From an optimization exercise on the open Yosys and OpenROAD flow, aimed at small area; shortcuts taken in it are not production practice.
In this exercise RTL edits were held to simulation tests only and were not proved equivalent to the original.

alpha:
==> flow/design.v <==
module gray_converter(
    input [23:0] rgb_in,
    output [7:0] rgb_out 
);
assign rgb_out = (rgb_in[7:0] >> 4) + (rgb_in[15:8] >> 1) + (rgb_in[23:16] >> 2);
endmodule
module line_buffer #(parameter DEPTH = 204, parameter DATA_WIDTH = 8) (
    input clk,
    input shift_en,
    input [DATA_WIDTH-1:0] data_in,
    output logic [DEPTH*DATA_WIDTH-1:0] taps
);
always_ff @(posedge clk) begin
    if (shift_en)
        taps <= {taps[(DEPTH-1)*DATA_WIDTH-1:0], data_in};
end
endmodule
module row_fifo_manager #(parameter WIDTH = 100, parameter DATA_WIDTH = 8) (
    input clk,
    input rst_n,
    input shift_en,
    input [DATA_WIDTH-1:0] data_in,
    output logic [DATA_WIDTH-1:0] p11, p12, p13,
    output logic [DATA_WIDTH-1:0] p21, p22, p23,
    output logic [DATA_WIDTH-1:0] p31, p32, p33
);
localparam DEPTH = 2*WIDTH + 4;
localparam N = DATA_WIDTH;
logic [DEPTH*N-1:0] taps;
logic [7:0] cnt;             
logic [2:0] v3, v2, v1;      
line_buffer #(.DEPTH(DEPTH), .DATA_WIDTH(N)) lb (.clk(clk), .shift_en(shift_en),
                .data_in(data_in), .taps(taps));
always_ff @(posedge clk or negedge rst_n) begin
    if (!rst_n) begin
        cnt <= '0;
        v3 <= '0; v2 <= '0; v1 <= '0;
    end else if (shift_en) begin
        if (cnt != 8'(2*WIDTH+1))
            cnt <= cnt + 8'd1;
        v3 <= {v3[1:0], 1'b1};
        v2 <= {v2[1:0], v2[0] | (cnt == 8'(WIDTH+1))};
        v1 <= {v1[1:0], v1[0] | (cnt == 8'(2*WIDTH+1))};
    end
end
function automatic [N-1:0] tap(input integer k, input logic valid);
    tap = taps[k*N +: N] & {N{valid}};
endfunction
assign p31 = tap(0, v3[0]);
assign p32 = tap(1, v3[1]);
assign p33 = tap(2, v3[2]);
assign p21 = tap(WIDTH+1, v2[0]);
assign p22 = tap(WIDTH+2, v2[1]);
assign p23 = tap(WIDTH+3, v2[2]);
assign p11 = tap(2*WIDTH+1, v1[0]);
assign p12 = tap(2*WIDTH+2, v1[1]);
assign p13 = tap(2*WIDTH+3, v1[2]);
endmodule
module pixel_matrix_3x3;
endmodule
module sobel_kernel #(
    parameter THRESHOLD = 350
)(
    input  logic clk,
    input  logic rst_n,
    input  logic [7:0] p11, p12, p13,
    input  logic [7:0] p21, p22, p23,
    input  logic [7:0] p31, p32, p33,
    output logic edge_out
);
    localparam int T = THRESHOLD / 2;
    function automatic [8:0] sub8(input [7:0] u, input [7:0] v);
        logic c;
        c = 1'b1;
        for (int i = 0; i < 8; i++) begin
            sub8[i] = u[i] ^ ~v[i] ^ c;
            c = (u[i] & ~v[i]) | (c & (u[i] ^ ~v[i]));
        end
        sub8[8] = ~c;
    endfunction
    function automatic [10:0] add3(input [8:0] u, input [8:0] v, input [8:0] w, input ci);
        logic [10:0] su, cy, uu, vv, ww;
        logic c;
        uu = {{2{u[8]}}, u}; vv = {{2{v[8]}}, v}; ww = {{2{w[8]}}, w};
        su = uu ^ vv ^ ww;
        cy = {(uu & vv) | (uu & ww) | (vv & ww), ci};
        c = 1'b0;
        for (int i = 0; i < 11; i++) begin
            add3[i] = su[i] ^ cy[i] ^ c;
            c = (su[i] & cy[i]) | (c & (su[i] ^ cy[i]));
        end
    endfunction
    logic [8:0] d, x, y, z;
    logic [10:0] a, b;
    logic big_a, big_b;
    logic e1, e2, e3;
    always_comb begin
        d = sub8(p23, p21);
        x = sub8(p12, p32);
        y = sub8(p13, p31);
        z = sub8(p33, p11);
        a = add3(d, x, y, 1'b0);
        b = add3(d, ~x, z, 1'b1);    
        big_a = a[10] ? (a[9:0] < 10'(1024 - T)) : (a[9:0] > 10'(T));
        big_b = b[10] ? (b[9:0] < 10'(1024 - T)) : (b[9:0] > 10'(T));
    end
    always_ff @(posedge clk or negedge rst_n) begin
        if (!rst_n) begin
            e1 <= 1'b0; e2 <= 1'b0; e3 <= 1'b0; edge_out <= 1'b0;
        end else begin
            e1 <= big_a | big_b;
            e2 <= e1;
            e3 <= e2;
            edge_out <= e3;
        end
    end
endmodule
module image_processor #(parameter WIDTH = 100, parameter DATA_WIDTH = 8) (
    input clk,
    input rst_n,
    input shift_en,
    input [3*DATA_WIDTH-1:0] data_in,
    output logic [3*DATA_WIDTH-1:0] out_pixel
);
logic [DATA_WIDTH-1:0] gray_px;
logic [DATA_WIDTH-1:0] p11, p12, p13, p21, p22, p23, p31, p32, p33;
logic edge_px;
gray_converter gc(.rgb_in(data_in), .rgb_out(gray_px));
row_fifo_manager #(.WIDTH(100), .DATA_WIDTH(8)) rfm (.clk(clk), .rst_n(rst_n), .shift_en(shift_en),
                      .data_in(gray_px),
                      .p11(p11), .p12(p12), .p13(p13),
                      .p21(p21), .p22(p22), .p23(p23),
                      .p31(p31), .p32(p32), .p33(p33));
sobel_kernel #(.THRESHOLD(350)) kernel (
        .clk, .rst_n,
        .p11, .p12, .p13, .p21, .p22, .p23, .p31, .p32, .p33,
        .edge_out(edge_px)
    );
assign out_pixel = {3*DATA_WIDTH{edge_px}};
endmodule
Settings: LEC_CHECK=0, CAP_MARGIN=20, CORE_MARGIN=2, CORE_UTILIZATION=75, PLACE_DENSITY=0.9, SLEW_MARGIN=20; clock period 6.0 ns.
standard.sh (not shown) runs the stock make flow with config.mk's settings and CLKGATE_MAP_FILE= SYNTH_SCRIPT=/design/flow/synth_recipe.tcl, a recipe that flattens the netlist after the stock synthesis.
==> flow/flow/run.sh <==
#!/bin/bash
# Own flow: the standard layout (standard.sh: standard synthesis,
# floorplan, power grid, placement, routing), with the clock tree built
# from small clock buffers on larger sink clusters and without dummy
# loads, and the ports buffered with the smallest buffer. Each step's full
# log stays in orfs/logs/; make's output goes to standard.log.
set -euo pipefail
cd "$(dirname "$0")/.."
export CTS_ARGS="-sink_clustering_enable -repair_clock_nets -dont_use_dummy_load -sink_clustering_size 20 -sink_clustering_max_diameter 42 -buf_list sky130_fd_sc_hd__clkbuf_8"
export BUFFER_PORTS_ARGS="-buffer_cell sky130_fd_sc_hd__buf_1"
bash standard.sh > standard.log 2>&1
alpha completed end to end with timing, DRC and antenna clean.
Modified inputs, beta compared to alpha
# alpha
export LEC_CHECK = 0
export CAP_MARGIN = 20
export CORE_MARGIN = 2
export CORE_UTILIZATION = 75
export PLACE_DENSITY = 0.9
export SLEW_MARGIN = 20
create_clock -name core_clock -period 6.0 [get_ports {clk}]
# beta
export LEC_CHECK = 0
export CAP_MARGIN = 20
export CORE_MARGIN = 2
export CORE_UTILIZATION = 65
export PLACE_DENSITY = 0.75
export SLEW_MARGIN = 20
create_clock -name core_clock -period 6.0 [get_ports {clk}]
==> flow/flow/run.sh <==
#!/bin/bash
# Own flow: the standard layout (standard.sh, standard synthesis and
# floorplan/power grid unchanged), with the clock tree built from larger
# sink clusters and without dummy loads, and the ports buffered with the
# smallest buffer. Each step's full log stays in orfs/logs/; make's own
# output goes to standard.log.
set -euo pipefail
cd "$(dirname "$0")/.."
export CTS_ARGS="-sink_clustering_enable -repair_clock_nets -sink_clustering_size ${CTS_SIZE:-30} -sink_clustering_max_diameter ${CTS_DIAM:-60} -dont_use_dummy_load"
export BUFFER_PORTS_ARGS="-buffer_cell sky130_fd_sc_hd__buf_1"
bash standard.sh > standard.log 2>&1
Findings:
Fraction of layout instances using a drive strength above 1 came out lower on beta than on alpha.
Looking at highest routing layer actually used, the met5 result is from alpha; the met4 one comes from beta.
beta vs alpha: detailed placer's ending HPWL down by a little under 10%
beta vs alpha — worst setup slack dropped 84 ps.
[compare] base=alpha new=beta: share of final layout cell area taken by clock buffers and inverters now larger; final critical-path required period increased 84 ps; worst path required time decreased by 150 ps relative to the old numbers; routed via count down 93.
Diff alpha -> beta | worst hold slack | decrease of 16 ps

==> port drivers added, routing unchanged <==
No port has a modelled driver above. Below, the same layouts with a new extraction and two added sets of constraints.
Step 1 (the two cells are an assumption about what drives the block):
set clk [get_ports {clk}]
set_driving_cell -lib_cell sky130_fd_sc_hd__clkbuf_16 $clk
set_driving_cell -lib_cell sky130_fd_sc_hd__buf_2 [delete_from_list [all_inputs] $clk]
Step 2 also shifts input and output timing later by t, the mid clock arrival at the registers, as if the neighbouring blocks saw the same clock.
a / b / c = no drivers / after step 1 / after step 2; a / b = the first two.
run | t (ns) | setup WS [ns] | latest minus earliest clock arrival (ns) | slew at the worst register clock pin (ns)
alpha | 0.819 | 0.170 / 0.170 / 0.170 | 0.085 / 0.084 | 0.11 / 0.11
beta | 0.682 | 0.086 / 0.086 / 0.086 | 0.099 / 0.099 | 0.12 / 0.12
After both steps every run listed still meets setup and hold.
